This design comes from an exercise in tuning for small area and a short achievable clock period on the open sky130 flow, not from production work.
At most, simulation tests tie the RTL to the original design; equivalence was not proved.
Only the layout flow was run in run 1; the RTL was not checked for function there.

[flow/config.mk]
export PLATFORM = sky130hd
export DESIGN_NAME = MAC_25
export DESIGN_NICKNAME = MAC_25
export VERILOG_FILES = /design/flow/design.v
export SDC_FILE = /design/flow/constraint.sdc
export NUM_CORES = 4
export LEC_CHECK = 0
export CAP_MARGIN = 20
export CORE_MARGIN = 2
export CORE_UTILIZATION = 40
export SETUP_SLACK_MARGIN = 2.5
export SLEW_MARGIN = 20
[flow/constraint.sdc]
create_clock -name core_clock -period 12.0 [get_ports {sys_clk}]
set_input_delay 2.4000 -clock core_clock [delete_from_list [all_inputs] [get_ports {sys_clk}]]
set_output_delay 2.4000 -clock core_clock [all_outputs]
set_load 0.01 [all_outputs]
[flow/design.v]
module MAC_25(
    input         sys_clk,
    input         sys_en,
    input         rst_n,
    input  [7:0]  data_in_a,
    input         sign_data_in_a,
    input  [7:0]  data_in_b,
    output [15:0] mul_output,
    output [24:0] mac_output
);
    wire [64:0] pp;
    wire [15:0] ra, rb, prod;
    wire [24:0] acc_next;
    reg  [24:0] acc;
    mac_pp u_pp(.data_in_a(data_in_a), .sign_data_in_a(sign_data_in_a), .data_in_b(data_in_b), .pp(pp));
    mac_tree u_tree(.pp(pp), .ra(ra), .rb(rb));
    mac_cpa u_cpa(.ra(ra), .rb(rb), .prod(prod));
    mac_acc u_acc(.sys_en(sys_en), .acc(acc), .prod(prod), .acc_next(acc_next));
    assign mul_output = prod;
    always @(posedge sys_clk or negedge rst_n) begin
        if (!rst_n)
            acc <= 25'd0;
        else
            acc <= acc_next;
    end
    assign mac_output = acc;
endmodule
module mac_pp(input [7:0] data_in_a, input sign_data_in_a, input [7:0] data_in_b, output [64:0] pp);
    wire [7:0] a = data_in_a;
    wire       t = sign_data_in_a;
    wire       bz = |data_in_b[6:0];
    wire [7:0] bp = {data_in_b[7] & bz, data_in_b[6:0]} ^ {8{t}};
    wire       sel1 = data_in_b[0];
    wire       sel2 = t & ~data_in_b[0];
    wire pp0_0 = (~sel1 | ~a[0]);
    wire pp0_1 = (~sel1 | ~a[1]) & (~sel2 | ~a[0]);
    wire pp0_2 = (~sel1 | ~a[2]) & (~sel2 | ~a[1]);
    wire pp0_3 = (~sel1 | ~a[3]) & (~sel2 | ~a[2]);
    wire pp0_4 = (~sel1 | ~a[4]) & (~sel2 | ~a[3]);
    wire pp0_5 = (~sel1 | ~a[5]) & (~sel2 | ~a[4]);
    wire pp0_6 = (~sel1 | ~a[6]) & (~sel2 | ~a[5]);
    wire pp0_7 = (~sel1 | ~a[7]) & (~sel2 | ~a[6]);
    wire pp0_8 = (~sel2 | ~a[7]);
    wire pp1_0 = ~a[0] | ~bp[1];
    wire pp1_1 = ~a[1] | ~bp[1];
    wire pp1_2 = ~a[2] | ~bp[1];
    wire pp1_3 = ~a[3] | ~bp[1];
    wire pp1_4 = ~a[4] | ~bp[1];
    wire pp1_5 = ~a[5] | ~bp[1];
    wire pp1_6 = ~a[6] | ~bp[1];
    wire pp1_7 = ~a[7] | ~bp[1];
    wire pp2_0 = ~a[0] | ~bp[2];
    wire pp2_1 = ~a[1] | ~bp[2];
    wire pp2_2 = ~a[2] | ~bp[2];
    wire pp2_3 = ~a[3] | ~bp[2];
    wire pp2_4 = ~a[4] | ~bp[2];
    wire pp2_5 = ~a[5] | ~bp[2];
    wire pp2_6 = ~a[6] | ~bp[2];
    wire pp2_7 = ~a[7] | ~bp[2];
    wire pp3_0 = ~a[0] | ~bp[3];
    wire pp3_1 = ~a[1] | ~bp[3];
    wire pp3_2 = ~a[2] | ~bp[3];
    wire pp3_3 = ~a[3] | ~bp[3];
    wire pp3_4 = ~a[4] | ~bp[3];
    wire pp3_5 = ~a[5] | ~bp[3];
    wire pp3_6 = ~a[6] | ~bp[3];
    wire pp3_7 = ~a[7] | ~bp[3];
    wire pp4_0 = ~a[0] | ~bp[4];
    wire pp4_1 = ~a[1] | ~bp[4];
    wire pp4_2 = ~a[2] | ~bp[4];
    wire pp4_3 = ~a[3] | ~bp[4];
    wire pp4_4 = ~a[4] | ~bp[4];
    wire pp4_5 = ~a[5] | ~bp[4];
    wire pp4_6 = ~a[6] | ~bp[4];
    wire pp4_7 = ~a[7] | ~bp[4];
    wire pp5_0 = ~a[0] | ~bp[5];
    wire pp5_1 = ~a[1] | ~bp[5];
    wire pp5_2 = ~a[2] | ~bp[5];
    wire pp5_3 = ~a[3] | ~bp[5];
    wire pp5_4 = ~a[4] | ~bp[5];
    wire pp5_5 = ~a[5] | ~bp[5];
    wire pp5_6 = ~a[6] | ~bp[5];
    wire pp5_7 = ~a[7] | ~bp[5];
    wire pp6_0 = ~a[0] | ~bp[6];
    wire pp6_1 = ~a[1] | ~bp[6];
    wire pp6_2 = ~a[2] | ~bp[6];
    wire pp6_3 = ~a[3] | ~bp[6];
    wire pp6_4 = ~a[4] | ~bp[6];
    wire pp6_5 = ~a[5] | ~bp[6];
    wire pp6_6 = ~a[6] | ~bp[6];
    wire pp6_7 = ~a[7] | ~bp[6];
    wire nbp7 = ~bp[7];
    wire pp7_0 = a[0] & bp[7];
    wire pp7_1 = a[1] & bp[7];
    wire pp7_2 = a[2] & bp[7];
    wire pp7_3 = a[3] & bp[7];
    wire pp7_4 = a[4] & bp[7];
    wire pp7_5 = a[5] & bp[7];
    wire pp7_6 = a[6] & bp[7];
    wire pp7_7 = a[7] & bp[7];
    assign pp = {pp7_7, pp7_6, pp6_7, pp7_5, pp6_6, pp5_7, pp7_4, pp6_5, pp5_6, pp4_7, pp7_3, pp6_4, pp5_5, pp4_6, pp3_7, pp7_2, pp6_3, pp5_4, pp4_5, pp3_6, pp2_7, pp7_1, pp6_2, pp5_3, pp4_4, pp3_5, pp2_6, pp1_7, pp0_8, pp7_0, pp6_1, pp5_2, pp4_3, pp3_4, pp2_5, pp1_6, pp0_7, pp6_0, pp5_1, pp4_2, pp3_3, pp2_4, pp1_5, pp0_6, pp5_0, pp4_1, pp3_2, pp2_3, pp1_4, pp0_5, pp4_0, pp3_1, pp2_2, pp1_3, pp0_4, pp3_0, pp2_1, pp1_2, pp0_3, pp2_0, pp1_1, pp0_2, pp1_0, pp0_1, pp0_0};
endmodule
module mac_tree(input [64:0] pp, output [15:0] ra, output [15:0] rb);
    wire pp0_0 = pp[0];
    wire pp0_1 = pp[1];
    wire pp1_0 = pp[2];
    wire pp0_2 = pp[3];
    wire pp1_1 = pp[4];
    wire pp2_0 = pp[5];
    wire pp0_3 = pp[6];
    wire pp1_2 = pp[7];
    wire pp2_1 = pp[8];
    wire pp3_0 = pp[9];
    wire pp0_4 = pp[10];
    wire pp1_3 = pp[11];
    wire pp2_2 = pp[12];
    wire pp3_1 = pp[13];
    wire pp4_0 = pp[14];
    wire pp0_5 = pp[15];
    wire pp1_4 = pp[16];
    wire pp2_3 = pp[17];
    wire pp3_2 = pp[18];
    wire pp4_1 = pp[19];
    wire pp5_0 = pp[20];
    wire pp0_6 = pp[21];
    wire pp1_5 = pp[22];
    wire pp2_4 = pp[23];
    wire pp3_3 = pp[24];
    wire pp4_2 = pp[25];
    wire pp5_1 = pp[26];
    wire pp6_0 = pp[27];
    wire pp0_7 = pp[28];
    wire pp1_6 = pp[29];
    wire pp2_5 = pp[30];
    wire pp3_4 = pp[31];
    wire pp4_3 = pp[32];
    wire pp5_2 = pp[33];
    wire pp6_1 = pp[34];
    wire pp7_0 = pp[35];
    wire pp0_8 = pp[36];
    wire pp1_7 = pp[37];
    wire pp2_6 = pp[38];
    wire pp3_5 = pp[39];
    wire pp4_4 = pp[40];
    wire pp5_3 = pp[41];
    wire pp6_2 = pp[42];
    wire pp7_1 = pp[43];
    wire pp2_7 = pp[44];
    wire pp3_6 = pp[45];
    wire pp4_5 = pp[46];
    wire pp5_4 = pp[47];
    wire pp6_3 = pp[48];
    wire pp7_2 = pp[49];
    wire pp3_7 = pp[50];
    wire pp4_6 = pp[51];
    wire pp5_5 = pp[52];
    wire pp6_4 = pp[53];
    wire pp7_3 = pp[54];
    wire pp4_7 = pp[55];
    wire pp5_6 = pp[56];
    wire pp6_5 = pp[57];
    wire pp7_4 = pp[58];
    wire pp5_7 = pp[59];
    wire pp6_6 = pp[60];
    wire pp7_5 = pp[61];
    wire pp6_7 = pp[62];
    wire pp7_6 = pp[63];
    wire pp7_7 = pp[64];
    wire s1 = pp0_2 ^ pp1_1 ^ pp2_0;
    wire c2 = (pp0_2 & pp1_1) | (pp0_2 & pp2_0) | (pp1_1 & pp2_0);
    wire s3 = pp0_3 ^ pp1_2 ^ pp2_1;
    wire c4 = (pp0_3 & pp1_2) | (pp0_3 & pp2_1) | (pp1_2 & pp2_1);
    wire s5 = pp3_0 ^ c2 ^ s3;
    wire c6 = (pp3_0 & c2) | (pp3_0 & s3) | (c2 & s3);
    wire s7 = pp0_4 ^ pp1_3 ^ pp2_2;
    wire c8 = (pp0_4 & pp1_3) | (pp0_4 & pp2_2) | (pp1_3 & pp2_2);
    wire s9 = pp3_1 ^ pp4_0 ^ c4;
    wire c10 = (pp3_1 & pp4_0) | (pp3_1 & c4) | (pp4_0 & c4);
    wire s11 = s7 ^ c6 ^ s9;
    wire c12 = (s7 & c6) | (s7 & s9) | (c6 & s9);
    wire s13 = pp0_5 ^ pp1_4 ^ pp2_3;
    wire c14 = (pp0_5 & pp1_4) | (pp0_5 & pp2_3) | (pp1_4 & pp2_3);
    wire s15 = pp3_2 ^ pp4_1 ^ pp5_0;
    wire c16 = (pp3_2 & pp4_1) | (pp3_2 & pp5_0) | (pp4_1 & pp5_0);
    wire s17 = c8 ^ s13 ^ s15;
    wire c18 = (c8 & s13) | (c8 & s15) | (s13 & s15);
    wire s19 = c10 ^ s17 ^ c12;
    wire c20 = (c10 & s17) | (c10 & c12) | (s17 & c12);
    wire s21 = pp0_6 ^ pp1_5 ^ pp2_4;
    wire c22 = (pp0_6 & pp1_5) | (pp0_6 & pp2_4) | (pp1_5 & pp2_4);
    wire s23 = pp3_3 ^ pp4_2 ^ pp5_1;
    wire c24 = (pp3_3 & pp4_2) | (pp3_3 & pp5_1) | (pp4_2 & pp5_1);
    wire s25 = pp6_0 ^ c14 ^ c16;
    wire c26 = (pp6_0 & c14) | (pp6_0 & c16) | (c14 & c16);
    wire s27 = s21 ^ s23 ^ c18;
    wire c28 = (s21 & s23) | (s21 & c18) | (s23 & c18);
    wire s29 = ~(s25 ^ s27);
    wire c30 = s25 | s27;
    wire s31 = 1'b0 ^ pp0_7 ^ pp1_6;
    wire c32 = (1'b0 & pp0_7) | (1'b0 & pp1_6) | (pp0_7 & pp1_6);
    wire s33 = pp2_5 ^ pp3_4 ^ pp4_3;
    wire c34 = (pp2_5 & pp3_4) | (pp2_5 & pp4_3) | (pp3_4 & pp4_3);
    wire s35 = pp5_2 ^ pp6_1 ^ c22;
    wire c36 = (pp5_2 & pp6_1) | (pp5_2 & c22) | (pp6_1 & c22);
    wire s37 = c24 ^ s31 ^ s33;
    wire c38 = (c24 & s31) | (c24 & s33) | (s31 & s33);
    wire s39 = c26 ^ pp7_0 ^ s35;
    wire c40 = (c26 & pp7_0) | (c26 & s35) | (pp7_0 & s35);
    wire s41 = s37 ^ c28 ^ s39;
    wire c42 = (s37 & c28) | (s37 & s39) | (c28 & s39);
    wire s43 = pp0_8 ^ pp1_7 ^ pp2_6;
    wire c44 = (pp0_8 & pp1_7) | (pp0_8 & pp2_6) | (pp1_7 & pp2_6);
    wire s45 = pp3_5 ^ pp4_4 ^ pp5_3;
    wire c46 = (pp3_5 & pp4_4) | (pp3_5 & pp5_3) | (pp4_4 & pp5_3);
    wire s47 = pp6_2 ^ c32 ^ c34;
    wire c48 = (pp6_2 & c32) | (pp6_2 & c34) | (c32 & c34);
    wire s49 = s43 ^ s45 ^ c36;
    wire c50 = (s43 & s45) | (s43 & c36) | (s45 & c36);
    wire s51 = c38 ^ pp7_1 ^ s47;
    wire c52 = (c38 & pp7_1) | (c38 & s47) | (pp7_1 & s47);
    wire s53 = c40 ^ s49 ^ s51;
    wire c54 = (c40 & s49) | (c40 & s51) | (s49 & s51);
    wire s55 = pp2_7 ^ pp3_6 ^ pp4_5;
    wire c56 = (pp2_7 & pp3_6) | (pp2_7 & pp4_5) | (pp3_6 & pp4_5);
    wire s57 = pp5_4 ^ pp6_3 ^ c44;
    wire c58 = (pp5_4 & pp6_3) | (pp5_4 & c44) | (pp6_3 & c44);
    wire s59 = c46 ^ s55 ^ c48;
    wire c60 = (c46 & s55) | (c46 & c48) | (s55 & c48);
    wire s61 = pp7_2 ^ s57 ^ c50;
    wire c62 = (pp7_2 & s57) | (pp7_2 & c50) | (s57 & c50);
    wire s63 = c52 ^ s59 ^ s61;
    wire c64 = (c52 & s59) | (c52 & s61) | (s59 & s61);
    wire s65 = pp3_7 ^ pp4_6 ^ pp5_5;
    wire c66 = (pp3_7 & pp4_6) | (pp3_7 & pp5_5) | (pp4_6 & pp5_5);
    wire s67 = pp6_4 ^ c56 ^ s65;
    wire c68 = (pp6_4 & c56) | (pp6_4 & s65) | (c56 & s65);
    wire s69 = c58 ^ pp7_3 ^ s67;
    wire c70 = (c58 & pp7_3) | (c58 & s67) | (pp7_3 & s67);
    wire s71 = c60 ^ s69 ^ c62;
    wire c72 = (c60 & s69) | (c60 & c62) | (s69 & c62);
    wire s73 = pp4_7 ^ pp5_6 ^ pp6_5;
    wire c74 = (pp4_7 & pp5_6) | (pp4_7 & pp6_5) | (pp5_6 & pp6_5);
    wire s75 = c66 ^ s73 ^ c68;
    wire c76 = (c66 & s73) | (c66 & c68) | (s73 & c68);
    wire s77 = pp7_4 ^ c70 ^ s75;
    wire c78 = (pp7_4 & c70) | (pp7_4 & s75) | (c70 & s75);
    wire s79 = pp5_7 ^ pp6_6 ^ c74;
    wire c80 = (pp5_7 & pp6_6) | (pp5_7 & c74) | (pp6_6 & c74);
    wire s81 = pp7_5 ^ s79 ^ c76;
    wire c82 = (pp7_5 & s79) | (pp7_5 & c76) | (s79 & c76);
    wire s83 = pp6_7 ^ c80 ^ pp7_6;
    wire c84 = (pp6_7 & c80) | (pp6_7 & pp7_6) | (c80 & pp7_6);
    assign ra = {1'b0, pp7_7, s83, c78, s77, c64, c54, c42, c30, c20, s19, s11, s5, s1, pp0_1, pp0_0};
    assign rb = {1'b1, c84, c82, s81, c72, s71, s63, s53, s41, s29, 1'b1, 1'b1, 1'b1, 1'b1, pp1_0, 1'b1};
endmodule
module mac_cpa(input [15:0] ra, input [15:0] rb, output [15:0] prod);
    wire [15:0] g85 = ra & rb;
    wire [15:0] p86 = ra ^ rb;
    wire g87 = ra[0] | rb[0];
    wire G88 = g85[1] | (p86[1] & g87);
    wire P89 = p86[1] & p86[0];
    wire G90 = g85[3] | (p86[3] & g85[2]);
    wire P91 = p86[3] & p86[2];
    wire G92 = g85[5] | (p86[5] & g85[4]);
    wire P93 = p86[5] & p86[4];
    wire G94 = g85[7] | (p86[7] & g85[6]);
    wire P95 = p86[7] & p86[6];
    wire G96 = g85[9] | (p86[9] & g85[8]);
    wire P97 = p86[9] & p86[8];
    wire G98 = g85[11] | (p86[11] & g85[10]);
    wire P99 = p86[11] & p86[10];
    wire G100 = g85[13] | (p86[13] & g85[12]);
    wire P101 = p86[13] & p86[12];
    wire G102 = g85[15] | (p86[15] & g85[14]);
    wire P103 = p86[15] & p86[14];
    wire G104 = g85[2] | (p86[2] & G88);
    wire P105 = p86[2] & P89;
    wire G106 = G90 | (P91 & G88);
    wire P107 = P91 & P89;
    wire G108 = g85[6] | (p86[6] & G92);
    wire P109 = p86[6] & P93;
    wire G110 = G94 | (P95 & G92);
    wire P111 = P95 & P93;
    wire G112 = g85[10] | (p86[10] & G96);
    wire P113 = p86[10] & P97;
    wire G114 = G98 | (P99 & G96);
    wire P115 = P99 & P97;
    wire G116 = g85[14] | (p86[14] & G100);
    wire P117 = p86[14] & P101;
    wire G118 = G102 | (P103 & G100);
    wire P119 = P103 & P101;
    wire G120 = g85[4] | (p86[4] & G106);
    wire P121 = p86[4] & P107;
    wire G122 = G92 | (P93 & G106);
    wire P123 = P93 & P107;
    wire G124 = G108 | (P109 & G106);
    wire P125 = P109 & P107;
    wire G126 = G110 | (P111 & G106);
    wire P127 = P111 & P107;
    wire G128 = g85[12] | (p86[12] & G114);
    wire P129 = p86[12] & P115;
    wire G130 = G100 | (P101 & G114);
    wire P131 = P101 & P115;
    wire G132 = G116 | (P117 & G114);
    wire P133 = P117 & P115;
    wire G134 = G118 | (P119 & G114);
    wire P135 = P119 & P115;
    wire G136 = g85[8] | (p86[8] & G126);
    wire P137 = p86[8] & P127;
    wire G138 = G96 | (P97 & G126);
    wire P139 = P97 & P127;
    wire G140 = G112 | (P113 & G126);
    wire P141 = P113 & P127;
    wire G142 = G114 | (P115 & G126);
    wire P143 = P115 & P127;
    wire G144 = G128 | (P129 & G126);
    wire P145 = P129 & P127;
    wire G146 = G130 | (P131 & G126);
    wire P147 = P131 & P127;
    wire G148 = G132 | (P133 & G126);
    wire P149 = P133 & P127;
    wire G150 = G134 | (P135 & G126);
    wire P151 = P135 & P127;
    assign prod = ~(p86 ^ {G148, G146, G144, G142, G140, G138, G136, G126, G124, G122, G120, G106, G104, G88, g87, 1'b1});
endmodule
module mac_acc(input sys_en, input [24:0] acc, input [15:0] prod, output [24:0] acc_next);
    wire [15:0] pg = prod & {16{sys_en}};
    wire cy16;
    wire [15:0] lo_sum;
    wire [15:0] g152 = acc[15:0] & pg;
    wire [15:0] p153 = acc[15:0] ^ pg;
    wire G154 = g152[1] | (p153[1] & g152[0]);
    wire G155 = g152[2] | (p153[2] & G154);
    wire G156 = g152[3] | (p153[3] & G155);
    wire G157 = g152[4] | (p153[4] & G156);
    wire G158 = g152[5] | (p153[5] & G157);
    wire G159 = g152[6] | (p153[6] & G158);
    wire G160 = g152[7] | (p153[7] & G159);
    wire G161 = g152[9] | (p153[9] & g152[8]);
    wire P162 = p153[9] & p153[8];
    wire G163 = g152[11] | (p153[11] & g152[10]);
    wire P164 = p153[11] & p153[10];
    wire G165 = g152[13] | (p153[13] & g152[12]);
    wire P166 = p153[13] & p153[12];
    wire G167 = g152[15] | (p153[15] & g152[14]);
    wire P168 = p153[15] & p153[14];
    wire G169 = g152[10] | (p153[10] & G161);
    wire P170 = p153[10] & P162;
    wire G171 = G163 | (P164 & G161);
    wire P172 = P164 & P162;
    wire G173 = g152[14] | (p153[14] & G165);
    wire P174 = p153[14] & P166;
    wire G175 = G167 | (P168 & G165);
    wire P176 = P168 & P166;
    wire G177 = g152[12] | (p153[12] & G171);
    wire P178 = p153[12] & P172;
    wire G179 = G165 | (P166 & G171);
    wire P180 = P166 & P172;
    wire G181 = G173 | (P174 & G171);
    wire P182 = P174 & P172;
    wire G183 = G175 | (P176 & G171);
    wire P184 = P176 & P172;
    wire G185 = g152[8] | (p153[8] & G160);
    wire G186 = G161 | (P162 & G160);
    wire G187 = G169 | (P170 & G160);
    wire G188 = G171 | (P172 & G160);
    wire G189 = G177 | (P178 & G160);
    wire G190 = G179 | (P180 & G160);
    wire G191 = G181 | (P182 & G160);
    wire G192 = G183 | (P184 & G160);
    assign lo_sum = p153 ^ {G191, G190, G189, G188, G187, G186, G185, G160, G159, G158, G157, G156, G155, G154, g152[0], 1'b0};
    assign cy16 = G192;
    assign acc_next[15:0] = lo_sum;
    wire inc = cy16 & ~pg[15];
    wire dec = pg[15] & ~cy16;
    wire [8:0] hi = acc[24:16];
    wire [8:0] ones, zeros;
    assign ones[0] = 1'b1;
    assign zeros[0] = 1'b1;
    assign ones[1] = ones[0] & hi[0];
    assign zeros[1] = zeros[0] & ~hi[0];
    assign ones[2] = ones[1] & hi[1];
    assign zeros[2] = zeros[1] & ~hi[1];
    assign ones[3] = ones[2] & hi[2];
    assign zeros[3] = zeros[2] & ~hi[2];
    assign ones[4] = ones[3] & hi[3];
    assign zeros[4] = zeros[3] & ~hi[3];
    assign ones[5] = ones[4] & hi[4];
    assign zeros[5] = zeros[4] & ~hi[4];
    assign ones[6] = ones[5] & hi[5];
    assign zeros[6] = zeros[5] & ~hi[5];
    assign ones[7] = ones[6] & hi[6];
    assign zeros[7] = zeros[6] & ~hi[6];
    assign ones[8] = ones[7] & hi[7];
    assign zeros[8] = zeros[7] & ~hi[7];
    assign acc_next[24:16] = hi ^ (({9{inc}} & ones) | ({9{dec}} & zeros));
endmodule
[flow/flow/run.sh]
#!/bin/bash
set -euo pipefail
sed 's/yosys synth -nofsm -noshare/yosys synth -nofsm -noshare -noabc/' synth_recipe.tcl > my_synth.tcl
bash standard.sh "SYNTH_SCRIPT=$PWD/my_synth.tcl" "BUFFER_PORTS_ARGS=-buffer_cell sky130_fd_sc_hd__buf_1" finish > standard.log 2>&1
[flow/standard.sh]
#!/bin/bash
# synth_recipe.tcl (not shown) runs the flow's synth.tcl, then flattens the netlist and writes it again
# the make line also repeats each setting of config.mk as NAME=value (left out here)
make -C /OpenROAD-flow-scripts/flow DESIGN_CONFIG=/design/flow/config.mk WORK_HOME=/design/flow/orfs CLKGATE_MAP_FILE= SYNTH_SCRIPT=/design/flow/synth_recipe.tcl "${@:-finish}"
==> metrics.md, run 1 <==
| Metric | Value |
|---|---|
| Status | `no timing/DRC/antenna violations` |
| Largest reg by FF count | `acc` |
| Final Max Tran Viols | `0` |
| Synth area leaders | `fa_1, dfrtp_1, ha_1, nand2_1, xnor2_1` |
| Area grow syn2layout | `12.8%` |
| Clk sinks | `25` |
| First-pass DRT Iterations | `4` |
| Antenna cells | `0` |
| Die area | `9090 um2` |
| Largest area contributor in the netlist | `fa_1` |
| Async set-reset flop share out of synthesis | `1.00` |
| Clock root buffer | `clkbuf_8` |
| CTS tree | `done` |
| Starting Density | `0.410` |
| Crit path max fanout | `15` |
| Main synth FF type | `dfrtp_1` |
| Layout cells sized above 1 | `0.0670` |
| Largest net degree at the start of global routing | `26` |
| Syn Nets | `432` |
| Worst EP arrival | `6.89 ns` |
| Total GRT Usage | `0.168` |
| RSZ-0062 raised after global routing | `false` |
| Largest regs | `acc: 25 flops` |
| Peak Freq | `108 MHz` |
| Count of different cell masters after synthesis | `50` |
| CP Buf/Inv Count | `2` |
| Vias | `2569` |
| CTS Buffer Depth | `2` |
| DRC | `0` |
| Slew @ Worst Pin | `0.456 ns` |
| Number of synthesized flops with an enable pin | `0` |
| Part of the Yosys area used for sequential elements | `0.187` |
| Final Non-Filler Cells | `493` |
| Die height | `95.3 um` |
| H-tree levels | `1` |
| Final Hold Fails | `0` |
| Final net count | `483` |
| Maxcap violations | `0` |
| Syn Inst Count | `338` |
| Endpoint class of the critical path | `output port` |
| Row count | `33` |
| Initial antenna violation count | `0` |
| Num CTS Buffers | `3` |
| Setup crit start kind | `primary input` |
| Slew HR | `0.693` |
| Detailed Place HPWL | `5.91 mm` |
| FF+latch count, synth | `25` |
| Netlist Area Pre-Place | `3340 um2` |
| Setup TNS | `0 ns` |
| Worst-skew pair later-pin latency | `0.28 ns` |
| CP peak stage delay | `0.49 ns` |
| Via density | `5.21` |
| Core Region | `8130 um2` |
| Port Buf Inserts | `60` |
| Vias in the first global route | `2592` |
| CP top delay family | `adder cells` |
| Placer Congestion | `0.839` |
| Final setup violation count | `0` |
| First-pass GRT wire length | `12.1 mm` |
| Final core occ | `0.463` |
| Tcrit/Tclk final | `0.774` |
| Tmin final | `9.29 ns` |
| Clock transition at the registers of the reported paths | `0.08 ns` |
| Drt total wl | `7.03 mm` |
| Required @ worst endpoint | `9.60 ns` |
| DRC marker count from the first detailed-route iteration | `52` |
| Total grt overflow | `0` |
| Top-area cell type share of the netlist area | `0.294` |
| CP max stage cell | `fa_1` |
| Syn Area/Cell | `9.87 um2` |
| Die Wd | `95.3 um` |
| Synth warn | `1` |
| Worst path cell trace | `buf_6, xor2_4, nand2_1, fa_1, fa_1, fa_1, fa_1, fa_1, ha_1, a21o_1, a221o_1, a2111oi_2, nor3_1, buf_1` |
| HP Class | `reg -> reg` |
| Most frequent CP cell | `fa_1` |
| Crit Path Category | `in -> out` |
| Setup Skew | `0.0131 ns` |
| IO Count | `61` |
| Final ANT Viol Nets | `0` |
| Max reg flops | `25` |
| Cells after DPL | `489` |
| Wire per inst | `14.3 um` |
synth_stat cells, types with 2 or more instances:
cell,count
xor2_1,9
nor2_1,14
buf_2,2
a31oi_1,4
buf_4,3
nand2_1,62
or3_1,3
xnor2_1,19
a21oi_1,13
a221o_1,3
fa_1,49
and3_1,5
or2_2,3
nand2b_1,3
o21a_1,4
nor2b_1,11
a21o_1,3
nor4_1,2
o21ai_0,5
nand3_1,5
inv_1,11
dfrtp_1,25
clkbuf_1,10
and2_1,13
mux2i_1,4
ha_1,25
nor3_1,5
cell type report:
type	instances	area, um2
inverters	11	41.3
fillers	788	4370
repair buffers	62	251
flip-flops and latches	25	626
clock buffers	4	45.0
multi-input cells	286	2670
well taps	105	131
cell usage in the layout (no fill, tap or decap), types with 2 or more instances in the layout:
cell	n
clkbuf_8	3
a21o_1	3
xor2_1	3
buf_4	2
dfrtp_1	25
nor4_1	2
nand2b_1	3
a21oi_1	13
a221o_1	3
nor3_1	5
nor2_1	14
buf_1	56
nand3_1	5
or2_2	3
fa_1	49
nor2b_1	11
nand2_1	62
and3_1	5
mux2i_1	4
o21ai_0	5
and2_1	13
a31oi_1	4
or3_1	3
xnor2_1	19
clkbuf_2	3
xor2_2	5
xor2_4	2
ha_1	25
inv_1	11
o21a_1	4
per-stage QoR:
step	hold WS, ns	area (um2)	setup slack, ns
after global placement	0.462	3630	2.08
after global routing	0.509	3760	2.50
final	0.486	3760	2.71
after detailed placement	0.469	3630	1.95
after CTS	0.486	3720	2.57
after floorplan	0.508	3340	2.62
metal layers:
metal	vias to the layer above	GRT usage	wire (um)
li1	1230	-	-
met1	1281	0.236	3230
met2	50	0.283	3460
met3	8	0.0237	275
met4	0	0.0266	61
met5	-	0	0
kinds of logic (layout without fill, tap and decap cells):
| group | after synthesis | after routing | synth area share |
|---|---|---|---|
| adders and majority gates | 74 | 74 | 0.388 |
| xor gates and xnor gates | 29 | 29 | 0.0784 |
| muxes | 4 | 4 | 0.0120 |
| and+or+nand+nor | 133 | 133 | 0.196 |
| AOI/OAI and AO/OA | 46 | 46 | 0.103 |
| buffers and inverters | 27 | 77 | 0.0345 |
| DFF | 25 | 25 | 0.187 |
final timing paths:
path | from | end | slack [ns] | cells after the start
setup / recovery | sign_data_in_a | mul_output[13] | 2.71 | 14
hold / removal | acc[24] | acc[24] | 0.49 | 1
setup reg to reg | acc[0] | acc[23] | 5.97 | 17
hold reg to reg | acc[24] | acc[24] | 0.49 | 1
max in group asynchronous | rst_n | acc[22] | 9.64 | 2
min in group asynchronous | rst_n | acc[16] | 2.09 | 2
repair_timing:
item                                   in CTS  in global routing
gates cloned                                0                  0
buffers inserted                            0                  0
pin swaps                                   0                  0
hold buffers                                0                  0
endpoints found under the hold margin       0                  0
resized for setup                           6                 10
setup endpoints to repair                  14                 11
==> inputs of run 2 (changes only) <==
--- a/flow/design.v
+++ b/flow/design.v
@@ -194,8 +194,8 @@
     wire c26 = (pp6_0 & c14) | (pp6_0 & c16) | (c14 & c16);
     wire s27 = s21 ^ s23 ^ c18;
     wire c28 = (s21 & s23) | (s21 & c18) | (s23 & c18);
-    wire s29 = ~(s25 ^ s27);
-    wire c30 = s25 | s27;
+    wire s29 = s25 ^ s27 ^ c20;
+    wire c30 = (s25 & s27) | (s25 & c20) | (s27 & c20);
     wire s31 = 1'b0 ^ pp0_7 ^ pp1_6;
     wire c32 = (1'b0 & pp0_7) | (1'b0 & pp1_6) | (pp0_7 & pp1_6);
     wire s33 = pp2_5 ^ pp3_4 ^ pp4_3;
@@ -250,8 +250,8 @@
     wire c82 = (pp7_5 & s79) | (pp7_5 & c76) | (s79 & c76);
     wire s83 = pp6_7 ^ c80 ^ pp7_6;
     wire c84 = (pp6_7 & c80) | (pp6_7 & pp7_6) | (c80 & pp7_6);
-    assign ra = {1'b0, pp7_7, s83, c78, s77, c64, c54, c42, c30, c20, s19, s11, s5, s1, pp0_1, pp0_0};
-    assign rb = {1'b1, c84, c82, s81, c72, s71, s63, s53, s41, s29, 1'b1, 1'b1, 1'b1, 1'b1, pp1_0, 1'b1};
+    assign ra = {1'b0, pp7_7, s83, c78, s77, c64, c54, c42, s41, s29, s19, s11, s5, s1, pp0_1, pp0_0};
+    assign rb = {1'b1, c84, c82, s81, c72, s71, s63, s53, c30, 1'b1, 1'b1, 1'b1, 1'b1, 1'b1, pp1_0, 1'b1};
 endmodule
 module mac_cpa(input [15:0] ra, input [15:0] rb, output [15:0] prod);
     wire [15:0] g85 = ra & rb;
==> flow/flow/run.sh (replaced) <==
#!/bin/bash
set -euo pipefail
sed 's/yosys synth -nofsm -noshare/yosys synth -nofsm -noshare -noabc/' synth_recipe.tcl > my_synth.tcl
bash standard.sh "SYNTH_SCRIPT=$PWD/my_synth.tcl" "BUFFER_PORTS_ARGS=-buffer_cell sky130_fd_sc_hd__buf_1"  finish > standard.log 2>&1
--- a/flow/config.mk
+++ b/flow/config.mk
@@ -8,5 +8,5 @@
 export CAP_MARGIN = 20
 export CORE_MARGIN = 2
 export CORE_UTILIZATION = 40
-export SETUP_SLACK_MARGIN = 2.5
+export SETUP_SLACK_MARGIN = 2.75
 export SLEW_MARGIN = 20
==> metrics.md, run 2 <==
| Metric | Value |
|---|---|
| Required @ worst endpoint | `9.60 ns (about the same)` |
| Most frequent cells in the layout | `nand2_1, buf_1, fa_1, dfrtp_1, ha_1 (was nand2_1, buf_1, fa_1, ha_1, dfrtp_1)` |
| DRC | `0 (unchanged)` |
| Setup TNS | `0 ns (unchanged)` |
| Setup Skew | `0.0104 ns (was 0.0131 ns)` |
| Drt total wl | `6.45 mm (was 7.03 mm)` |
| HP Class | `reg -> reg (unchanged)` |
| Syn Nets | `411 (was 432)` |
| Initial antenna violation count | `0 (unchanged)` |
| Core Region | `7690 um2 (was 8130 um2)` |
| DRC marker count from the first detailed-route iteration | `76 (was 52)` |
| Starting Density | `0.413 (was 0.410)` |
| Area grow syn2layout | `17.0% (was 12.8%)` |
| Tcrit/Tclk final | `0.752 (was 0.774)` |
| IO Count | `61 (unchanged)` |
| Die area | `8660 um2 (was 9090 um2)` |
| Die height | `93.0 um (was 95.3 um)` |
| Clk sinks | `25 (unchanged)` |
| Total GRT Usage | `0.156 (was 0.168)` |
| Detailed Place HPWL | `5.30 mm (was 5.91 mm)` |
| Setup crit start kind | `primary input (unchanged)` |
| First-pass GRT wire length | `10.9 mm (was 12.1 mm)` |
| Worst-skew pair later-pin latency | `0.27 ns (was 0.28 ns)` |
| Largest reg by FF count | `acc (unchanged)` |
| Worst path cell trace | `buf_12, xor2_4, nand2_1, fa_1, fa_1, fa_1, fa_1, fa_1, ha_1, nand2_1, a211o_1, a32oi_1, a21o_1, buf_1 (was buf_6, xor2_4, nand2_1, fa_1, fa_1, fa_1, fa_1, fa_1, ha_1, a21o_1, a221o_1, a2111oi_2, nor3_1, buf_1)` |
| Async set-reset flop share out of synthesis | `1.00 (unchanged)` |
| Netlist Area Pre-Place | `3170 um2 (was 3340 um2)` |
| Slew @ Worst Pin | `0.570 ns (was 0.456 ns)` |
| Antenna cells | `0 (unchanged)` |
| Syn Inst Count | `318 (was 338)` |
| Final core occ | `0.483 (was 0.463)` |
| Max reg flops | `25 (unchanged)` |
| RSZ-0062 raised after global routing | `false (unchanged)` |
| Layout Cell Area excl Fill | `3710 um2 (was 3760 um2)` |
| Crit path max fanout | `15 (unchanged)` |
| Most frequent cell after synthesis | `nand2_1 (unchanged)` |
| Final Hold Fails | `0 (unchanged)` |
| Part of the Yosys area used for sequential elements | `0.197 (was 0.187)` |
| Post-Place Cell Area | `3480 um2 (was 3630 um2)` |
| Final setup violation count | `0 (unchanged)` |
| Peak Freq | `111 MHz (was 108 MHz)` |
| Vias in the first global route | `2305 (was 2592)` |
| CP max stage cell | `fa_1 (unchanged)` |
| Final Max Tran Viols | `0 (unchanged)` |
| Row count | `32 (was 33)` |
| Most frequent CP cell | `fa_1 (unchanged)` |
| Wire per inst | `13.5 um (was 14.3 um)` |
| Worst EP arrival | `6.62 ns (was 6.89 ns)` |
| Number of synthesized flops with an enable pin | `0 (unchanged)` |
| First-pass DRT Iterations | `4 (unchanged)` |
| Syn Area/Cell | `9.97 um2 (was 9.87 um2)` |
| Cells after DPL | `464 (was 489)` |
| Final ANT Viol Nets | `0 (unchanged)` |
| Count of different cell masters after synthesis | `42 (was 50)` |
| Die Wd | `93.0 um (was 95.3 um)` |
| Largest area contributor in the netlist | `fa_1 (unchanged)` |
| Crit Path Category | `in -> out (unchanged)` |
| FF+latch count, synth | `25 (unchanged)` |
| Clock transition at the registers of the reported paths | `0.08 ns (about the same)` |
| Top-area cell type share of the netlist area | `0.316 (was 0.294)` |
| Synth warn | `1 (unchanged)` |
| Layout cells sized above 1 | `0.120 (was 0.0670)` |
| Port Buf Inserts | `60 (unchanged)` |
| Synth area leaders | `fa_1, dfrtp_1, ha_1, nand2_1, xnor2_1 (unchanged)` |
| Via density | `5.05 (was 5.21)` |
| CP peak stage delay | `0.49 ns (about the same)` |
| Endpoint class of the critical path | `output port (unchanged)` |
| Largest net degree at the start of global routing | `26 (unchanged)` |
| Slew HR | `0.620 (was 0.693)` |
| Clock root buffer | `clkbuf_8 (unchanged)` |
| RR Startpoint | `acc[0] (unchanged)` |
| Total grt overflow | `0 (unchanged)` |
| Largest regs | `acc: 25 flops (unchanged)` |
| Final Non-Filler Cells | `477 (was 493)` |
| Min-delay src | `acc[24] (unchanged)` |
| CTS Buffer Depth | `2 (unchanged)` |
| Commonest cells post-synth | `nand2_1, fa_1, dfrtp_1 (was nand2_1, fa_1, dfrtp_1, ha_1, xnor2_1)` |
| H-tree levels | `1 (unchanged)` |
| Num CTS Buffers | `3 (unchanged)` |
| Final net count | `469 (was 483)` |
| Main synth FF type | `dfrtp_1 (unchanged)` |
| CTS tree | `done (unchanged)` |
| Status | `no timing/DRC/antenna violations (unchanged)` |
| Vias | `2407 (was 2569)` |
| Maxcap violations | `0 (unchanged)` |
| Crit. Startpoint | `sign_data_in_a (unchanged)` |
| Commonest non-fill, non-tap cell in the layout | `nand2_1 (unchanged)` |
| Placer Congestion | `0.803 (was 0.839)` |
| Tmin final | `9.02 ns (was 9.29 ns)` |
==> run 2: layer usage <==
layer	GRT usage	vias to the layer above	wire length, um
li1	-	1145	-
met1	0.226	1195	2900
met2	0.255	59	3210
met3	0.0210	8	262
met4	0.0270	0	78
met5	0	-	0
==> run 2: worst max-delay path: cells and delay by family <==
kind	cells	cell delay [ns]
adder cells (fa/ha/maj)	6	2.58
XOR/XNOR	1	0.24
AO/OA/AOI/OAI	3	0.87
AND/OR/NAND/NOR	2	0.20
buffers and inverters	2	0.34
==> run 2: kinds of logic after synthesis <==
family | Yosys count | synth area share
xor+xnor | 31 | 0.0880
simple gates | 124 | 0.187
fa+ha+maj | 73 | 0.406
mux | 2 | 0.00631
flops | 25 | 0.197
buf+inv | 23 | 0.0316
compound gates | 40 | 0.0832
==> run 2: through the flow <==
stage / worst slack [ns] / hold WS (ns)
after detailed placement: 1.86 / 0.467
final: 2.98 / 0.469
after global routing: 2.75 / 0.499
after global placement: 2.08 / 0.463
after floorplan: 2.77 / 0.508
after CTS: 2.74 / 0.479
==> run 2: final timing paths <==
kind	cells past startpoint	endpoint	slack (ns)
worst max-delay path	14	mul_output[15]	2.98
worst min-delay path	1	acc[24]	0.47
worst max register to register	19	acc[24]	5.88
worst min register to register	1	acc[24]	0.47
max in group asynchronous	2	acc[2]	9.65
min in group asynchronous	2	acc[18]	2.09
==> run 2: area by class of cell <==
cell class / count / area (um2)
clock buffer: 4 / 45.0
timing repair buffer: 70 / 323
multi-input combinational: 270 / 2570
sequential: 25 / 626
inverter: 6 / 22.5
fill: 749 / 3980
tap: 102 / 128
==> run 2: repair_timing <==
item / in CTS / in global routing
hold buffers: 0 / 0
pin swaps: 0 / 3
buffers inserted: 0 / 9
setup endpoints to repair: 15 / 11
gates resized for setup: 11 / 18
==> inputs of run 3 (changes only) <==
--- a/flow/config.mk
+++ b/flow/config.mk
@@ -8,5 +8,5 @@
 export CAP_MARGIN = 20
 export CORE_MARGIN = 2
 export CORE_UTILIZATION = 40
-export SETUP_SLACK_MARGIN = 2.75
+export SETUP_SLACK_MARGIN = 2.25
 export SLEW_MARGIN = 20
==> metrics.md, run 3 <==
| Metric | Value |
|---|---|
| Most frequent cell after synthesis | `nand2_1 (unchanged)` |
| Antenna cells | `0 (unchanged)` |
| Peak Freq | `108 MHz (was 111 MHz)` |
| Largest reg by FF count | `acc (unchanged)` |
| Largest net degree at the start of global routing | `26 (unchanged)` |
| Status | `no timing/DRC/antenna violations (unchanged)` |
| Tcrit/Tclk final | `0.772 (was 0.752)` |
| Syn Area/Cell | `9.97 um2 (unchanged)` |
| Commonest cells post-synth | `nand2_1, fa_1, dfrtp_1 (unchanged)` |
| Starting Density | `0.413 (unchanged)` |
| Fill count | `765 (was 749)` |
| Sequential cell area | `626 um2 (unchanged)` |
| CP Buf/Inv Count | `2 (unchanged)` |
| Most frequent CP cell | `fa_1 (unchanged)` |
| Syn Inst Count | `318 (unchanged)` |
| Synth warn | `1 (unchanged)` |
| Die Wd | `93.0 um (unchanged)` |
| Multi-input gate area | `2500 um2 (was 2570 um2)` |
| Detailed Place HPWL | `5.24 mm (was 5.30 mm)` |
| Port Buf Inserts | `60 (unchanged)` |
| Final Hold Fails | `0 (unchanged)` |
| Required @ worst endpoint | `9.60 ns (about the same)` |
| Core Region | `7690 um2 (unchanged)` |
| Die height | `93.0 um (unchanged)` |
| RR Endpoint | `acc[24] (unchanged)` |
| Crit Path Category | `in -> out (unchanged)` |
| CP peak stage delay | `0.49 ns (about the same)` |
| CP Depth | `14 (unchanged)` |
| Max reg flops | `25 (unchanged)` |
| Crit. Startpoint | `sign_data_in_a (unchanged)` |
| Final Max Tran Viols | `0 (unchanged)` |
| Netlist Area Pre-Place | `3170 um2 (unchanged)` |
| RR Startpoint | `acc[0] (unchanged)` |
| Reg2reg path depth | `19 (unchanged)` |
| Initial antenna violation count | `0 (unchanged)` |
| RSZ-0062 raised after global routing | `false (unchanged)` |
| Num CTS Buffers | `3 (unchanged)` |
| Syn Nets | `411 (unchanged)` |
| Final ANT Viol Nets | `0 (unchanged)` |
| Final net count | `460 (was 469)` |
| CP top delay family | `adder cells (unchanged)` |
| DRC marker count from the first detailed-route iteration | `90 (was 76)` |
| First-pass GRT wire length | `11.2 mm (was 10.9 mm)` |
| Vias | `2340 (was 2407)` |
| Area grow syn2layout | `12.1% (was 17.0%)` |
| H-tree levels | `1 (unchanged)` |
| Tmin final | `9.26 ns (was 9.02 ns)` |
| Setup crit start kind | `primary input (unchanged)` |
| Crit path max fanout | `15 (unchanged)` |
| Die area | `8660 um2 (unchanged)` |
| Maxcap violations | `0 (unchanged)` |
| Count of different cell masters after synthesis | `42 (unchanged)` |
| Number of synthesized flops with an enable pin | `0 (unchanged)` |
| Clock root buffer | `clkbuf_8 (unchanged)` |
| Via density | `5.00 (was 5.05)` |
| Drt total wl | `6.35 mm (was 6.45 mm)` |
| Final setup violation count | `0 (unchanged)` |
| Worst path cell trace | `clkbuf_4, xor2_2, nand2_1, fa_1, fa_1, fa_1, fa_1, fa_1, ha_1, a21o_1, a21oi_1, o21ai_0, o31ai_1, buf_1 (was buf_12, xor2_4, nand2_1, fa_1, fa_1, fa_1, fa_1, fa_1, ha_1, nand2_1, a211o_1, a32oi_1, a21o_1, buf_1)` |
| Largest area contributor in the netlist | `fa_1 (unchanged)` |
| CP max stage cell | `fa_1 (unchanged)` |
| Setup TNS | `0 ns (unchanged)` |
| Top-area cell type share of the netlist area | `0.316 (unchanged)` |
| Main synth FF type | `dfrtp_1 (unchanged)` |
| Final core occ | `0.463 (was 0.483)` |
| Row count | `32 (unchanged)` |
| Critical path endpoint | `mul_output[13] (was mul_output[15])` |
| Total grt overflow | `0 (unchanged)` |
| HP Class | `reg -> reg (unchanged)` |
| Reg2reg setup slack | `5.80 ns (was 5.88 ns)` |
| Clock transition at the registers of the reported paths | `0.08 ns (about the same)` |
| First-pass DRT Iterations | `4 (unchanged)` |
| Synth area leaders | `fa_1, dfrtp_1, ha_1, nand2_1, xnor2_1 (unchanged)` |
| Placer Congestion | `0.852 (was 0.803)` |
| Wire per inst | `13.6 um (was 13.5 um)` |
| CTS tree | `done (unchanged)` |
| FF+latch count, synth | `25 (unchanged)` |
| Worst-skew pair later-pin latency | `0.27 ns (about the same)` |
| Most frequent cells in the layout | `nand2_1, buf_1, fa_1, dfrtp_1, ha_1 (unchanged)` |
| Slew HR | `0.533 (was 0.620)` |
| CTS Buffer Depth | `2 (unchanged)` |
| # hold bufs at CTS | `0 (unchanged)` |
| Largest regs | `acc: 25 flops (unchanged)` |
| Part of the Yosys area used for sequential elements | `0.197 (unchanged)` |
| Endpoint class of the critical path | `output port (unchanged)` |
| Worst EP arrival | `6.86 ns (was 6.62 ns)` |
| Total GRT Usage | `0.162 (was 0.156)` |
| DRC | `0 (unchanged)` |
| Vias in the first global route | `2350 (was 2305)` |
| Async set-reset flop share out of synthesis | `1.00 (unchanged)` |
| Post-CTS setup buffer count | `0 (unchanged)` |
| Slew @ Worst Pin | `0.698 ns (was 0.570 ns)` |
| Setup Skew | `0.00588 ns (was 0.0104 ns)` |
| IO Count | `61 (unchanged)` |
| Commonest non-fill, non-tap cell in the layout | `nand2_1 (unchanged)` |
| Layout cells sized above 1 | `0.0628 (was 0.120)` |
| Clk sinks | `25 (unchanged)` |
run 3: routing by layer:
layer | GRT usage | vias up | part of all wire
li1 | - | 1126 | -
met1 | 0.230 | 1161 | 0.45
met2 | 0.268 | 47 | 0.49
met3 | 0.0290 | 6 | 0.044
met4 | 0.0233 | 0 | 0.0076
met5 | 0 | - | 0
run 3: worst min-delay path by stage:
| stage | from | to | slack [ns] | depth (start not counted) |
|---|---|---|---|---|
| after global placement | acc[24] | acc[24] | 0.47 | 1 |
| final | acc[24] | acc[24] | 0.48 | 1 |
| after detailed placement | acc[24] | acc[24] | 0.47 | 1 |
| after floorplan | acc[24] | acc[24] | 0.51 | 1 |
| after CTS | acc[24] | acc[24] | 0.48 | 1 |
| after global routing | acc[24] | acc[24] | 0.50 | 1 |
run 3: area by class of cell:
type,count,share of cell area
Clock buffer,4,0.0127
Timing Repair Buffer,61,0.0665
Sequential cell,25,0.176
Inverter,6,0.00633
Multi-Input combinational cell,270,0.703
Tap cell,102,0.0359
run 3: kinds of logic after synthesis:
family          Yosys count  share of synthesized area
compound gates           40                     0.0832
xor+xnor                 31                     0.0880
fa+ha+maj                73                      0.406
buf+inv                  23                     0.0316
flops                    25                      0.197
mux                       2                    0.00631
simple gates            124                      0.187
run 3: what timing repair did:
| item | CTS | global route |
|---|---|---|
| hold endpoints to repair | 0 | 0 |
| gates resized for setup | 1 | 8 |
| setup endpoints to repair | 5 | 8 |
run 3: stage by stage:
step / cells / hold WS, ns / instance area, um2 / worst slack [ns]
3_3_place_gp: 464 / 0.469 / 3450 / 2.11
2_1_floorplan: 318 / 0.508 / 3170 / 2.40
3_5_place_dp: 464 / 0.469 / 3450 / 1.92
5_1_grt: 468 / 0.499 / 3560 / 2.31
6_report: 468 / 0.478 / 3560 / 2.74
4_1_cts: 468 / 0.480 / 3500 / 2.49
==> inputs of run 4 (changes only) <==
--- a/flow/config.mk
+++ b/flow/config.mk
@@ -8,5 +8,5 @@
 export CAP_MARGIN = 20
 export CORE_MARGIN = 2
 export CORE_UTILIZATION = 40
-export SETUP_SLACK_MARGIN = 2.25
+export SETUP_SLACK_MARGIN = 2.0
 export SLEW_MARGIN = 20
==> metrics.md, run 4 <==
| Metric | Value |
|---|---|
| Status | `no timing/DRC/antenna violations (unchanged)` |
| Initial antenna violation count | `0 (unchanged)` |
| Final setup violation count | `0 (unchanged)` |
| CTS Buffer Depth | `2 (unchanged)` |
| Syn Area/Cell | `9.97 um2 (unchanged)` |
| CTS tree | `done (unchanged)` |
| Largest reg by FF count | `acc (unchanged)` |
| DRC | `0 (unchanged)` |
| CP peak stage delay | `0.49 ns (about the same)` |
| Detailed Place HPWL | `5.24 mm (unchanged)` |
| Via density | `4.99 (was 5.00)` |
| Die Wd | `93.0 um (unchanged)` |
| Setup crit start kind | `primary input (unchanged)` |
| CP top delay family | `adder cells (unchanged)` |
| Placer Congestion | `0.852 (unchanged)` |
| CP Buf/Inv Count | `2 (unchanged)` |
| First-pass GRT wire length | `11.2 mm (unchanged)` |
| Layout Cell Area excl Fill | `3550 um2 (was 3560 um2)` |
| Drt total wl | `6.35 mm (about the same)` |
| Vias in the first global route | `2350 (unchanged)` |
| Final Hold Fails | `0 (unchanged)` |
| Port Buf Inserts | `60 (unchanged)` |
| Met2 wire length | `3.14 mm (unchanged)` |
| Part of the Yosys area used for sequential elements | `0.197 (unchanged)` |
| Final core occ | `0.462 (was 0.463)` |
| Slew @ Worst Pin | `0.706 ns (was 0.698 ns)` |
| IO Count | `61 (unchanged)` |
| Core Region | `7690 um2 (unchanged)` |
| Worst EP arrival | `7.01 ns (was 6.86 ns)` |
| Clock root buffer | `clkbuf_8 (unchanged)` |
| Wire per inst | `13.6 um (about the same)` |
| Endpoint class of the critical path | `output port (unchanged)` |
| Number of synthesized flops with an enable pin | `0 (unchanged)` |
| Largest area contributor in the netlist | `fa_1 (unchanged)` |
| Largest net degree at the start of global routing | `26 (unchanged)` |
| Area grow syn2layout | `11.9% (was 12.1%)` |
| Fill count | `766 (was 765)` |
| Maxcap violations | `0 (unchanged)` |
| Syn Nets | `411 (unchanged)` |
| Largest regs | `acc: 25 flops (unchanged)` |
| WL met1 | `2.89 mm (was 2.88 mm)` |
| Async set-reset flop share out of synthesis | `1.00 (unchanged)` |
| Commonest cells post-synth | `nand2_1, fa_1, dfrtp_1 (unchanged)` |
| Netlist Area Pre-Place | `3170 um2 (unchanged)` |
| Main synth FF type | `dfrtp_1 (unchanged)` |
| First-pass DRT Iterations | `4 (unchanged)` |
| Vias | `2333 (was 2340)` |
| Most frequent cells in the layout | `nand2_1, buf_1, fa_1, dfrtp_1, ha_1 (unchanged)` |
| Die area | `8660 um2 (unchanged)` |
| Clk sinks | `25 (unchanged)` |
| Row count | `32 (unchanged)` |
| CP max stage cell | `fa_1 (unchanged)` |
| Total GRT Usage | `0.162 (unchanged)` |
| Required @ worst endpoint | `9.60 ns (about the same)` |
| Num CTS Buffers | `3 (unchanged)` |
| Synth warn | `1 (unchanged)` |
| Final Max Tran Viols | `0 (unchanged)` |
| Most frequent cell after synthesis | `nand2_1 (unchanged)` |
| Commonest non-fill, non-tap cell in the layout | `nand2_1 (unchanged)` |
| Clock transition at the registers of the reported paths | `0.08 ns (about the same)` |
| Total grt overflow | `0 (unchanged)` |
| Met3 Routed Length | `277 um (was 280 um)` |
| Antenna cells | `0 (unchanged)` |
| Count of different cell masters after synthesis | `42 (unchanged)` |
| Most frequent CP cell | `fa_1 (unchanged)` |
| Final ANT Viol Nets | `0 (unchanged)` |
| Crit path max fanout | `15 (unchanged)` |
| Tmin final | `9.41 ns (was 9.26 ns)` |
| Die height | `93.0 um (unchanged)` |
| Top layer in use | `met4 (unchanged)` |
| H-tree levels | `1 (unchanged)` |
| Synth area leaders | `fa_1, dfrtp_1, ha_1, nand2_1, xnor2_1 (unchanged)` |
| Max reg flops | `25 (unchanged)` |
| Multi-input gate area | `2490 um2 (was 2500 um2)` |
| Worst path cell trace | `clkbuf_2, xor2_2, nand2_1, fa_1, fa_1, fa_1, fa_1, fa_1, ha_1, a21o_1, a21oi_1, o21ai_0, o31ai_1, buf_1 (was clkbuf_4, xor2_2, nand2_1, fa_1, fa_1, fa_1, fa_1, fa_1, ha_1, a21o_1, a21oi_1, o21ai_0, o31ai_1, buf_1)` |
| Starting Density | `0.413 (unchanged)` |
| Syn Inst Count | `318 (unchanged)` |
| Slew HR | `0.529 (was 0.533)` |
| Final net count | `460 (unchanged)` |
| Worst-skew pair later-pin latency | `0.27 ns (about the same)` |
| Post-Place Cell Area | `3450 um2 (unchanged)` |
| Tcrit/Tclk final | `0.784 (was 0.772)` |
| RSZ-0062 raised after global routing | `false (unchanged)` |
| Top-area cell type share of the netlist area | `0.316 (unchanged)` |
| Setup TNS | `0 ns (unchanged)` |
| Crit Path Category | `in -> out (unchanged)` |
| # hold bufs at CTS | `0 (unchanged)` |
| DRC marker count from the first detailed-route iteration | `90 (unchanged)` |
| Peak Freq | `106 MHz (was 108 MHz)` |
| Setup Skew | `0.00589 ns (was 0.00588 ns)` |
| Post-CTS setup buffer count | `0 (unchanged)` |
| HP Class | `reg -> reg (unchanged)` |
| Layout cells sized above 1 | `0.0601 (was 0.0628)` |
| FF+latch count, synth | `25 (unchanged)` |
| Sequential cell area | `626 um2 (unchanged)` |
==> run 4: layout make-up <==
type,count,area share
flip-flops and latches,25,0.176
well taps,102,0.0360
repair buffers,61,0.0659
inverters,6,0.00634
clock buffers,4,0.0127
multi-input cells,270,0.703
==> run 4: metrics by stage <==
stage	hold slack (ns)	cells	worst slack (ns)
6_report	0.478	468	2.59
2_1_floorplan	0.508	318	2.40
4_1_cts	0.480	468	2.18
3_3_place_gp	0.469	464	2.11
5_1_grt	0.499	468	2.14
3_5_place_dp	0.469	464	1.92
==> run 4: path summary, 6_finish.rpt <==
kind,startpoint,endpoint,slack (ns),cells past startpoint
worst max-delay path,sign_data_in_a,mul_output[13],2.59,14
worst min-delay path,acc[24],acc[24],0.48,1
worst max register to register,acc[0],acc[24],5.80,19
worst min register to register,acc[24],acc[24],0.48,1
max in group asynchronous,rst_n,acc[8],9.65,2
min in group asynchronous,rst_n,acc[14],2.10,2
==> run 4: logic make-up (layout without fill, tap and decap cells) <==
logic type	count (synthesis)	in the layout	synth area share
xor+xnor	31	31	0.0880
flops	25	25	0.197
mux	2	2	0.00631
compound gates	40	40	0.0832
fa+ha+maj	73	73	0.406
buf+inv	23	71	0.0316
simple gates	124	124	0.187
==> run 4: worst register-to-register path, stage by stage, from the launching register on <==
cell and delay (ns):
dfrtp_1 0.39, ha_1 0.22, fa_1 0.43, fa_1 0.43
fa_1 0.43, fa_1 0.43, fa_1 0.42, fa_1 0.42
fa_1 0.46, a211oi_1 0.24, o21bai_1 0.17, a31o_2 0.31
a31o_2 0.25, nor2_1 0.09, ha_1 0.18, or4b_4 0.49
or3_4 0.37, nor4_2 0.14, a31oi_1 0.08, xnor2_1 0.14
==> run 4: layer usage <==
layer,global-route usage,up-vias
met5,0,-
met4,0.0233,0
met3,0.0290,6
met2,0.268,47
met1,0.230,1155
li1,-,1125
==> run 4: repair_timing <==
item                                    4_1_cts  5_1_grt
endpoints found under the setup margin        0       10
hold endpoints to repair                      0        0
gates resized for setup                       0        8
==> inputs of run 5 (changes only) <==
==> flow/flow/run.sh (replaced) <==
#!/bin/bash
set -euo pipefail
sed 's/yosys synth -nofsm -noshare/yosys synth -nofsm -noshare -noabc/' synth_recipe.tcl > my_synth.tcl
bash standard.sh "SYNTH_SCRIPT=$PWD/my_synth.tcl" "BUFFER_PORTS_ARGS=-buffer_cell sky130_fd_sc_hd__buf_1" "SETUP_MOVE_SEQUENCE=unbuffer,sizeup,swap" finish > standard.log 2>&1
--- a/flow/config.mk
+++ b/flow/config.mk
@@ -8,5 +8,5 @@
 export CAP_MARGIN = 20
 export CORE_MARGIN = 2
 export CORE_UTILIZATION = 40
-export SETUP_SLACK_MARGIN = 2.0
+export SETUP_SLACK_MARGIN = 3.0
 export SLEW_MARGIN = 20
==> metrics.md, run 5 <==
| Metric | Value |
|---|---|
| Fill count | `740 (was 766)` |
| Main synth FF type | `dfrtp_1 (unchanged)` |
| Syn Nets | `411 (unchanged)` |
| HP Class | `reg -> reg (unchanged)` |
| Final core occ | `0.497 (was 0.462)` |
| Endpoint class of the critical path | `output port (unchanged)` |
| Syn Area/Cell | `9.97 um2 (unchanged)` |
| CP max stage cell | `fa_1 (unchanged)` |
| Crit Path Category | `in -> out (unchanged)` |
| CTS tree | `done (unchanged)` |
| Most frequent cells in the layout | `nand2_1, buf_1, fa_1, dfrtp_1, ha_1 (unchanged)` |
| Netlist Area Pre-Place | `3170 um2 (unchanged)` |
| H-tree levels | `1 (unchanged)` |
| Final setup violation count | `0 (unchanged)` |
| Hold slack | `0.490 ns (was 0.478 ns)` |
| CP Buf/Inv Count | `2 (unchanged)` |
| Via density | `5.10 (was 4.99)` |
| Final Hold Fails | `0 (unchanged)` |
| Status | `no timing/DRC/antenna violations (unchanged)` |
| First-pass GRT wire length | `11.2 mm (about the same)` |
| Largest regs | `acc: 25 flops (unchanged)` |
| Part of the Yosys area used for sequential elements | `0.197 (unchanged)` |
| Crit path max fanout | `15 (unchanged)` |
| Setup crit start kind | `primary input (unchanged)` |
| RSZ-0062 raised after global routing | `false (unchanged)` |
| Largest net degree at the start of global routing | `26 (unchanged)` |
| Post-CTS setup buffer count | `0 (unchanged)` |
| Async set-reset flop share out of synthesis | `1.00 (unchanged)` |
| Antenna cells | `0 (unchanged)` |
| Largest area contributor in the netlist | `fa_1 (unchanged)` |
| Die height | `93.0 um (unchanged)` |
| CTS Buffer Depth | `2 (unchanged)` |
| CP peak stage delay | `0.51 ns (was 0.49 ns)` |
| Vias | `2385 (was 2333)` |
| Slew HR | `0.590 (was 0.529)` |
| Synth area leaders | `fa_1, dfrtp_1, ha_1, nand2_1, xnor2_1 (unchanged)` |
| Vias in the first global route | `2445 (was 2350)` |
| Detailed Place HPWL | `5.34 mm (was 5.24 mm)` |
| Area grow syn2layout | `20.5% (was 11.9%)` |
| Placer Congestion | `0.859 (was 0.852)` |
| Tmin final | `8.86 ns (was 9.41 ns)` |
| # hold bufs at CTS | `0 (unchanged)` |
| Total GRT Usage | `0.159 (was 0.162)` |
| Clock transition at the registers of the reported paths | `0.08 ns (about the same)` |
| Initial antenna violation count | `0 (unchanged)` |
| Final ANT Viol Nets | `0 (unchanged)` |
| Synth warn | `1 (unchanged)` |
| Tcrit/Tclk final | `0.738 (was 0.784)` |
| Core Region | `7690 um2 (unchanged)` |
| Final Worst Setup Slack | `3.14 ns (was 2.59 ns)` |
| Peak Freq | `113 MHz (was 106 MHz)` |
| DRC | `0 (unchanged)` |
| Final net count | `460 (unchanged)` |
| Port Buf Inserts | `60 (unchanged)` |
| Die area | `8660 um2 (unchanged)` |
| Most frequent cell after synthesis | `nand2_1 (unchanged)` |
| Final Max Tran Viols | `0 (unchanged)` |
| Clk sinks | `25 (unchanged)` |
| Drt total wl | `6.61 mm (was 6.35 mm)` |
| Setup TNS | `0 ns (unchanged)` |
| Commonest non-fill, non-tap cell in the layout | `nand2_1 (unchanged)` |
| Wire per inst | `14.1 um (was 13.6 um)` |
| Largest reg by FF count | `acc (unchanged)` |
| Most frequent CP cell | `fa_1 (unchanged)` |
| DRC marker count from the first detailed-route iteration | `71 (was 90)` |
| Top-area cell type share of the netlist area | `0.316 (unchanged)` |
| First-pass DRT Iterations | `4 (unchanged)` |
| Starting Density | `0.413 (unchanged)` |
| Worst-skew pair later-pin latency | `0.27 ns (about the same)` |
| Max reg flops | `25 (unchanged)` |
| Total grt overflow | `0 (unchanged)` |
| Layout cells sized above 1 | `0.172 (was 0.0601)` |
| Num CTS Buffers | `3 (unchanged)` |
| IO Count | `61 (unchanged)` |
| Count of different cell masters after synthesis | `42 (unchanged)` |
| Syn Inst Count | `318 (unchanged)` |
| Die Wd | `93.0 um (unchanged)` |
| Row count | `32 (unchanged)` |
| Slew @ Worst Pin | `0.615 ns (was 0.706 ns)` |
| Number of synthesized flops with an enable pin | `0 (unchanged)` |
| Clock root buffer | `clkbuf_8 (unchanged)` |
| Commonest cells post-synth | `nand2_1, fa_1, dfrtp_1 (unchanged)` |
| Required @ worst endpoint | `9.60 ns (about the same)` |
| Worst EP arrival | `6.46 ns (was 7.01 ns)` |
| Setup Skew | `0.00221 ns (was 0.00589 ns)` |
| Place WS | `2.02 ns (was 1.92 ns)` |
| Maxcap violations | `0 (unchanged)` |
| Worst path cell trace | `buf_16, xor2_4, nand2_2, fa_2, fa_1, fa_1, fa_1, fa_1, ha_4, nand2_1, a211o_4, a32oi_4, a21o_1, clkbuf_2 (was clkbuf_2, xor2_2, nand2_1, fa_1, fa_1, fa_1, fa_1, fa_1, ha_1, a21o_1, a21oi_1, o21ai_0, o31ai_1, buf_1)` |
| FF+latch count, synth | `25 (unchanged)` |
| CP top delay family | `adder cells (unchanged)` |
[run 5: final timing paths]
path	cells after the start	to	slack (ns)	start
max	14	mul_output[15]	3.14	sign_data_in_a
min	1	acc[24]	0.49	acc[24]
max reg2reg	19	acc[24]	6.05	acc[0]
min reg2reg	1	acc[24]	0.49	acc[24]
max in group asynchronous	2	acc[2]	9.65	rst_n
min in group asynchronous	2	acc[16]	2.10	rst_n
[run 5: cell families (layout without fill, tap and decap cells)]
logic type	after synthesis	count (layout)	synth area share
simple gates	124	124	0.187
fa+ha+maj	73	73	0.406
compound gates	40	40	0.0832
xor+xnor	31	31	0.0880
flops	25	25	0.197
buf+inv	23	71	0.0316
mux	2	2	0.00631
[run 5: area by class of cell]
type	count	area, um2	share of cell area
well taps	102	128	0.0334
inverters	6	22.5	0.00589
flip-flops and latches	25	626	0.164
repair buffers	61	267	0.0697
multi-input cells	270	2740	0.716
clock buffers	4	45.0	0.0118
[run 5: worst register-to-register path: stages, from the launching register on]
cell and delay, ns:
dfrtp_1 0.39, ha_1 0.23, fa_1 0.43, fa_1 0.45
fa_1 0.45, fa_2 0.38, fa_2 0.37, fa_2 0.37
fa_2 0.40, a211oi_2 0.25, o21bai_2 0.13, a31o_2 0.25
a31o_2 0.25, nor2_1 0.09, ha_2 0.19, or4b_4 0.48
or3_4 0.38, nor4_4 0.15, a31oi_1 0.08, xnor2_1 0.14
[run 5: per-stage QoR]
| step | cell area, um2 | instances |
|---|---|---|
| after global routing | 3820 | 468 |
| after floorplan | 3240 | 318 |
| final | 3820 | 468 |
| after detailed placement | 3500 | 464 |
| after global placement | 3500 | 464 |
| after CTS | 3640 | 468 |
[run 5: repair_timing]
action / in CTS / in global routing
gates resized for setup: 21 / 39
pin swaps: 4 / 18
setup endpoints to repair: 16 / 12
[run 5: per-layer routing]
metal | track usage | vias to the layer above | share of wire
met3 | 0.0258 | 7 | 0.039
met4 | 0.0245 | 0 | 0.0079
met2 | 0.265 | 51 | 0.51
met1 | 0.224 | 1199 | 0.44
li1 | - | 1128 | -
met5 | 0 | - | 0

## port drivers added, routing unchanged
In the flow no input, the clock included, has a driving cell. The finished layouts below were timed again as built, in two steps.
Step 1: set_driving_cell puts a clkbuf_16 on sys_clk and a buf_2 on each other input, an assumption about the parent block.
Step 2 also shifts input and output timing later by t, the mid clock arrival at the registers, as if the neighbouring blocks saw the same clock.
a / b / c = no drivers / after step 1 / after step 2; a / b = the first two.
run	shift t [ns]	setup WS [ns]	slew at the worst register clock pin (ns)	worst data-port slew with drivers (ns)	pins driven straight from the clock port
run 1	0.294	2.713 / 2.665 / 2.665	0.10 / 0.10	0.05	1
run 2	0.290	2.978 / 2.907 / 2.745	0.09 / 0.09	0.07	1
run 3	0.292	2.742 / 2.719 / 2.485	0.09 / 0.09	0.03	1
run 4	0.292	2.592 / 2.570 / 2.334	0.09 / 0.09	0.03	1
run 5	0.288	3.141 / 3.057 / 2.918	0.09 / 0.09	0.08	1
After both steps every run listed still meets setup and hold. For run 4, which loses most, drivers alone change the setup slack by -0.022 ns; drivers and shift together by -0.258 ns.
